This is an optimization exercise on Yosys and OpenROAD, whose aim is small area and a short achievable clock period, not a production implementation. Only the layout flow was run in this run; the RTL was not checked for function there. Power and IR drop assume default switching activity.

==> config.mk <==
export PLATFORM = sky130hd
export DESIGN_NAME = fifo_generic
export DESIGN_NICKNAME = fifo_generic
export VERILOG_FILES = /design/flow/design.v
export SDC_FILE = /design/flow/constraint.sdc
export NUM_CORES = 4
export LEC_CHECK = 0
export CAP_MARGIN = 20
export CORE_MARGIN = 2
export CORE_UTILIZATION = 50
export CTS_CLUSTER_DIAMETER = 80
export CTS_CLUSTER_SIZE = 25
export PLACE_DENSITY = 0.65
export SETUP_SLACK_MARGIN = 1.2
export SLEW_MARGIN = 20
export SYNTH_HIERARCHICAL = 1
export TNS_END_PERCENT = 20
export BUFFER_PORTS_ARGS = -buffer_cell sky130_fd_sc_hd__buf_4
==> constraint.sdc <==
create_clock -name core_clock -period 2.8 [get_ports {clk}]
set_input_delay 0.5600 -clock core_clock [delete_from_list [all_inputs] [get_ports {clk}]]
set_output_delay 0.5600 -clock core_clock [all_outputs]
set_load 0.01 [all_outputs]
==> design.v <==
module fifo_or8 (input logic [7:0] d, input logic [7:0] s, output logic y);
    assign y = |(d & s);
endmodule
module fifo_nor2 (input logic a, b, output logic y);
    assign y = ~(a | b);
endmodule
module fifo_nand2 (input logic a, b, output logic y);
    assign y = ~(a & b);
endmodule
module fifo_rdbit (
    input  logic [31:0] d,
    input  logic [31:0] s,
    output logic        y
    );
    logic [3:0]  l2;
    logic [1:0]  l3;
    for (genvar k = 0; k < 4; k++) begin : g_l2
        fifo_or8 u (.d(d[8*k +: 8]), .s(s[8*k +: 8]), .y(l2[k]));
    end
    for (genvar k = 0; k < 2; k++) begin : g_l3
        fifo_nor2 u (.a(l2[2*k]), .b(l2[2*k+1]), .y(l3[k]));
    end
    fifo_nand2 u_l4 (.a(l3[0]), .b(l3[1]), .y(y));
endmodule
module fifo_and2 (input logic a, b, output logic y);
    assign y = a & b;
endmodule
module fifo_generic #(
    parameter DataWidth = 32,
    parameter int unsigned FifoDepth = 32  
    ) (
    input logic                    clk,
    input logic                    i_rst,
    input logic                    i_read,
    input logic                    i_write,
    input logic  [DataWidth - 1:0] i_write_data,
    output logic [DataWidth - 1:0] o_read_data,
    output logic                   o_full,
    output logic                   o_empty
    );
    logic [DataWidth - 1:0] fifo_mem [0:FifoDepth - 1];
    localparam LoN = 4;
    localparam HiN = FifoDepth / LoN;
    logic [LoN - 1:0]       wr_lo;
    logic [HiN - 1:0]       wr_hi;
    logic [FifoDepth - 1:0] read_sel;
    logic [FifoDepth - 1:0] read_sel_b;
    logic [LoN - 1:0]       rd_lo;
    logic [HiN - 1:0]       rd_hi;
    logic not_empty, not_full, empty_b, full_b;
    logic read_en, write_en, read_en_b, write_en_b;
    assign read_en    = i_read  & not_empty;
    assign write_en   = i_write & not_full;
    assign read_en_b  = i_read  & ~empty_b;
    assign write_en_b = i_write & ~full_b;
    logic rw_lo_next, rw_hi_same, rw_hi_next;    
    logic wr_lo_next, wr_hi_same, wr_hi_next;    
    always_comb begin
        rw_lo_next = 1'b0;
        wr_lo_next = 1'b0;
        for (int k = 0; k < LoN; k++) begin
            rw_lo_next = rw_lo_next | (rd_lo[k] & wr_lo[(k + 1) % LoN]);
            wr_lo_next = wr_lo_next | (wr_lo[k] & rd_lo[(k + 1) % LoN]);
        end
        rw_hi_same = 1'b0;
        rw_hi_next = 1'b0;
        wr_hi_next = 1'b0;
        for (int j = 0; j < HiN; j++) begin
            rw_hi_same = rw_hi_same | (rd_hi[j] & wr_hi[j]);
            rw_hi_next = rw_hi_next | (rd_hi[j] & wr_hi[(j + 1) % HiN]);
            wr_hi_next = wr_hi_next | (wr_hi[j] & rd_hi[(j + 1) % HiN]);
        end
        wr_hi_same = rw_hi_same;
    end
    logic one_left, one_free;
    assign one_left = rw_lo_next & (rd_lo[LoN - 1] ? rw_hi_next : rw_hi_same);
    assign one_free = wr_lo_next & (wr_lo[LoN - 1] ? wr_hi_next : wr_hi_same);
    always_ff @(posedge clk) begin
        if (i_rst) begin
            wr_lo      <= {{(LoN - 1){1'b0}}, 1'b1};
            wr_hi      <= {{(HiN - 1){1'b0}}, 1'b1};
            rd_lo      <= {{(LoN - 1){1'b0}}, 1'b1};
            rd_hi      <= {{(HiN - 1){1'b0}}, 1'b1};
            read_sel   <= {{(FifoDepth - 1){1'b0}}, 1'b1};
            read_sel_b <= {{(FifoDepth - 1){1'b0}}, 1'b1};
            not_empty  <= 1'b0;
            not_full   <= 1'b1;
            o_empty    <= 1'b1;
            o_full     <= 1'b0;
            empty_b    <= 1'b1;
            full_b     <= 1'b0;
        end else begin
            if (write_en) begin
                wr_lo <= {wr_lo[LoN - 2:0], wr_lo[LoN - 1]};
                if (wr_lo[LoN - 1]) wr_hi <= {wr_hi[HiN - 2:0], wr_hi[HiN - 1]};
            end
            if (read_en) begin
                rd_lo <= {rd_lo[LoN - 2:0], rd_lo[LoN - 1]};
                if (rd_lo[LoN - 1]) rd_hi <= {rd_hi[HiN - 2:0], rd_hi[HiN - 1]};
                read_sel <= {read_sel[FifoDepth - 2:0], read_sel[FifoDepth - 1]};
            end
            if (read_en_b) read_sel_b <= {read_sel_b[FifoDepth - 2:0], read_sel_b[FifoDepth - 1]};
            if (write_en & ~read_en) begin
                not_empty <= 1'b1;
                o_empty   <= 1'b0;
                not_full  <= ~one_free;
                o_full    <= one_free;
            end else if (read_en & ~write_en) begin
                not_full  <= 1'b1;
                o_full    <= 1'b0;
                not_empty <= ~one_left;
                o_empty   <= one_left;
            end
            if (write_en_b & ~read_en_b) begin
                empty_b <= 1'b0;
                full_b  <= one_free;
            end else if (read_en_b & ~write_en_b) begin
                full_b  <= 1'b0;
                empty_b <= one_left;
            end
        end
    end
    logic [LoN - 1:0]       wlo_sel, wlo_hold_n;
    logic [FifoDepth - 1:0] wsel, wkeep;
    assign wlo_sel    = {LoN{i_write & ~full_b}} & wr_lo;
    assign wlo_hold_n = {LoN{i_write & not_full}} & wr_lo;
    for (genvar i = 0; i < FifoDepth; i++) begin : g_we
        fifo_and2  u_sel  (.a(wlo_sel[i % LoN]),    .b(wr_hi[i / LoN]), .y(wsel[i]));
        fifo_nand2 u_keep (.a(wlo_hold_n[i % LoN]), .b(wr_hi[i / LoN]), .y(wkeep[i]));
    end
    always_ff @(posedge clk) begin
        for (int i = 0; i < FifoDepth; i++) begin
            fifo_mem[i] <= (i_write_data & {DataWidth{wsel[i]}})
                         | (fifo_mem[i] & {DataWidth{wkeep[i]}});
        end
    end
    logic [DataWidth - 1:0] head;
    for (genvar b = 0; b < DataWidth; b++) begin : g_rd
        logic [FifoDepth - 1:0] col;
        for (genvar i = 0; i < FifoDepth; i++) begin : g_col
            assign col[i] = fifo_mem[i][b];
        end
        fifo_rdbit u_bit (.d(col), .s(b < DataWidth / 2 ? read_sel : read_sel_b), .y(head[b]));
    end
    logic read_keep;
    assign read_keep = ~i_read | empty_b;
    always_ff @(posedge clk) begin
        o_read_data <= (head & {DataWidth{read_en}})
                     | (o_read_data & {DataWidth{read_keep}});
    end
endmodule
==> flow/run.sh <==
#!/bin/bash
set -e
cp standard.sh standard.sh.txt
echo 'export BUFFER_PORTS_ARGS = -buffer_cell sky130_fd_sc_hd__buf_4' >> config.mk
bash standard.sh > standard.log 2>&1
==> standard.sh <==
#!/bin/bash
# synth_recipe.tcl (not shown) runs the flow's synth.tcl, then flattens the netlist and writes it again
# the make line also repeats each setting of config.mk as NAME=value (left out here)
make -C /OpenROAD-flow-scripts/flow DESIGN_CONFIG=/design/flow/config.mk WORK_HOME=/design/flow/orfs CLKGATE_MAP_FILE= SYNTH_SCRIPT=/design/flow/synth_recipe.tcl "${@:-finish}"
==> results by group <==
STA
  • Post-Route Skew: 0.0323 ns
  • Final hold vios: 0
  • Pins over their slew limit: 0
  • Fin crit period: 1.76 ns
  • Final Cycle Share: 62.8%
  • Max Fclk: 569 MHz
  • Setup violations, final: 0
  • RSZ-0062 raised after global routing: yes
  • Slew HR: 44.7%
  • Fin Setup TNS: 0 ns
  • Worst slew pin tran: 0.829 ns

Synthesis
  • Adder-Cell Fraction of Synth Area: 0.0621%
  • Largest family of logic cells by synthesized area: compound AO/OA/AOI/OAI gates
  • Register area share after synthesis: 57.1%
  • Dominant synthesized flop cell: dfxtp_1
  • Syn Area/Cell: 11.1 um^2
  • Synth Warn #: 8
  • Cell variety after synth: 33
  • Cell count after synthesis: 3643
  • #FFs+latches synth: 1150
  • Mapped Area: 40300 um^2
  • Ys async rst share: 0%
  • Syn Nets: 3681
  • EDFF count, synth: 0
  • Post-synthesis xor/xnor area fraction: 0%
  • Post-Synth Simple-Gate Area: 5.65%
  • Mux cell area share after synthesis: 0%
  • Post-synthesis compound-gate area fraction: 34.1%

Clocking
  • Total CTS buffers: 54
  • Clock latency on the worst-skew pair: 0.65 ns
  • Clock Pin Slew Worst Setup and Hold Paths: 0.09 ns
  • H-tree Lvls: 2
  • CTS root buf: clkbuf_16
  • CTS tree: yes
  • Post-CTS Hold Buffers: 0
  • Clock Path Buffers: 3
  • CTS sink cnt: 1150

Route
  • Vias per cell: 7.08
  • Routed wire per std cell: 29.1 um
  • DR iter-0 viols: 3842
  • Vias post-DR: 32800
  • Routed WL: 135 mm
  • DR pass1 iterations: 8
  • Routed Antenna Nets: 0
  • DRC viols: 0

Global route
  • Total track usage: 31.4%
  • Largest net degree at the start of global routing: 66
  • First-pass GRT wire length: 201 mm
  • Initial antenna violation count: 3
  • Number of global-route vias before repair: 31500
  • GR Overflow Total: 0

Cells and area
  • Final core occ: 54.9%
  • Area grow syn2layout: 9.24%
  • Final nets: 3591
  • Antenna diodes: 0
  • Share of cells above drive strength 1: 11.4%
  • Commonest non-fill, non-tap cell in the layout: dfxtp_1
  • Commonest non-fill, non-tap cells in the layout: dfxtp_1, a22o_1, a22oi_1

Critical path
  • Crit. End Element: flip-flop
  • Setup CP Type: reg2reg
  • Largest delay share family, worst path: simple AND/OR/NAND/NOR gates
  • CP Buf/Inv Count: 0
  • Slowest stage cell, crit path: dfxtp_2
  • Largest stage delay, worst path: 0.47 ns
  • Crit path cell chain: a22oi_1, nand4_1, nor2_4, nand2_1, a22o_1
  • Worst Path Max Fanout: 18
  • Crit path DAT: 2.30 ns
  • Worst path required time: 3.34 ns
  • Crit path launch type: flip-flop

Placed design
  • HPWL after DPL: 79.4 mm
  • Routability cong.: 0.847
  • IO Port Bufs: 69

Floorplan
  • Die Area: 82900 um^2
  • Core box area: 80200 um^2
  • Die X: 288 um
  • Top Ports: 70
  • Row count: 104
  • Die Height: 288 um
  • Initial core utilization: 50.3%

Pwr
  • Pwr dens: 648 nW/um^2
  • VDD IR max: 0.450 mV
  • Leakage: 16.3 nW

Hold path
  • Hold Path Class: in2reg

Status
  • Outcome: no timing/DRC/antenna violations

Run
  • MaxCap Viol Count: 0
-- final timing paths --
check | start | slack (ns) | depth (start not counted) | to
setup reg to reg | read_sel_b[23]$_SDFFE_PP0P_ | 1.04 | 5 | o_read_data[17]$_DFF_P_
hold reg to reg | fifo_mem[25][31]$_DFF_P_ | 0.48 | 1 | fifo_mem[25][31]$_DFF_P_
setup / recovery | read_sel_b[23]$_SDFFE_PP0P_ | 1.04 | 5 | o_read_data[17]$_DFF_P_
hold / removal | i_write | 0.33 | 3 | wr_lo[0]$_SDFFE_PP1P_
-- per-module statistics from Yosys, one instance, submodules excluded, a selection --
module	cells	times used	cell area [um^2]	flip-flops and latches
fifo_and2	1	32	6.26	0
fifo_nand2	1	64	3.75	0
fifo_generic	2843	1	35000	1150
fifo_nor2	1	64	3.75	0
fifo_or8	5	128	36.3	0
-- Yosys cell counts, types with 2 or more instances --
master | instances | area, um^2
dfxtp_1 | 1150 | 23000
a22o_1 | 1058 | 9270
a22oi_1 | 520 | 3900
clkbuf_1 | 306 | 1150
nand2_1 | 235 | 882
nand4_1 | 130 | 813
a21oi_1 | 87 | 435
nor2_1 | 67 | 251
and2_1 | 37 | 231
buf_2 | 13 | 65.1
nand3b_1 | 5 | 37.5
and3_1 | 4 | 25.0
inv_1 | 4 | 15.0
a221oi_1 | 2 | 17.5
a222oi_1 | 2 | 20.0
ha_1 | 2 | 25.0
inv_2 | 2 | 7.51
nand2b_1 | 2 | 12.5
nor2b_1 | 2 | 12.5
o31ai_1 | 2 | 15.0
-- state kept, by name, indices dropped and copies added, names as in the netlist --
name         count
not_empty        1
rd_lo            4
read_sel_b      32
rd_hi            8
wr_hi            8
read_sel        32
o_read_data     32
o_empty          1
o_full           1
not_full         1
full_b           1
fifo_mem      1024
empty_b          1
wr_lo            4
-- routing by layer --
metal	track usage (%)	wire [um]
met3	6.17	13700
met5	0	29
met2	47.9	59000
met1	44.4	57400
met4	10.9	4360
-- stage by stage --
stage          worst slack [ns]  instances  power, W  hold WS, ns  cell area (um^2)
6_report                   1.04       4627    0.0286        0.328             44000
5_1_grt                    1.04       4627    0.0294        0.330             44000
4_1_cts                    1.07       4619    0.0285        0.284             43900
3_5_place_dp              0.556       4536    0.0197        0.455             41600
3_3_place_gp              0.616       4536    0.0196        0.453             41600
2_1_floorplan              1.07       3643    0.0188        0.439             40500
-- power by group --
group | switching [W] | total, W | internal (W)
Sequential | 0.000447 | 0.0174 | 0.0170
Clock | 0.00528 | 0.00912 | 0.00384
Combinational | 0.00113 | 0.00199 | 0.000856
Total | 0.00686 | 0.0286 | 0.0217
-- worst reg2reg max path, cell delays in order (launching register included) --
cell,delay [ns]
dfxtp_2,0.47
a22oi_1,0.26
nand4_1,0.31
nor2_4,0.27
nand2_1,0.13
a22o_1,0.21
-- cell type report --
class                   count  area (um^2)
fillers                  6860        36100
flip-flops and latches   1150        23200
multi-input cells        2166        16400
repair buffers            174         1520
clock buffers              62         1460
well taps                1060         1330
clock inverters             8          108
inverters                   7         32.5
-- cells by family (layout without fill, tap and decap cells) --
family | after synthesis | in the layout
adder cells (fa/ha/maj) | 2 | 2
AO/OA/AOI/OAI | 1679 | 1679
flip-flops | 1150 | 1150
AND/OR/NAND/NOR | 484 | 485
buffers and inverters | 328 | 251
-- what timing repair did --
action	4_1_cts	5_1_grt
gates cloned	1	0
buffers inserted	12	8
pin swaps	36	29
endpoints found under the setup margin	1065	1097
gates resized for setup	205	36

-- port drivers added, routing unchanged --
The flow's constraints put no driver on any port. The routed layout listed below was extracted and timed again, unchanged, in two steps.
Step 1 (the two cells are an assumption about what drives the block):
set clk [get_ports {clk}]
set_driving_cell -lib_cell sky130_fd_sc_hd__clkbuf_16 $clk
set_driving_cell -lib_cell sky130_fd_sc_hd__buf_2 [delete_from_list [all_inputs] $clk]
Step 2 times the ports against the registers' clock, not the clock port: input delays grow and output delays shrink by t, the midpoint of the rising clock arrivals with the driver on.
Slacks: no drivers / after step 1 / after step 2; pairs: no drivers / after step 1.
t (ns): 0.714
setup WS [ns]: 1.042 / 1.007 / 0.690
worst data-port slew with drivers (ns): 0.15
After both steps setup and hold are still met in this run. For this run, drivers alone change the setup slack by -0.035 ns; drivers and shift together by -0.352 ns.
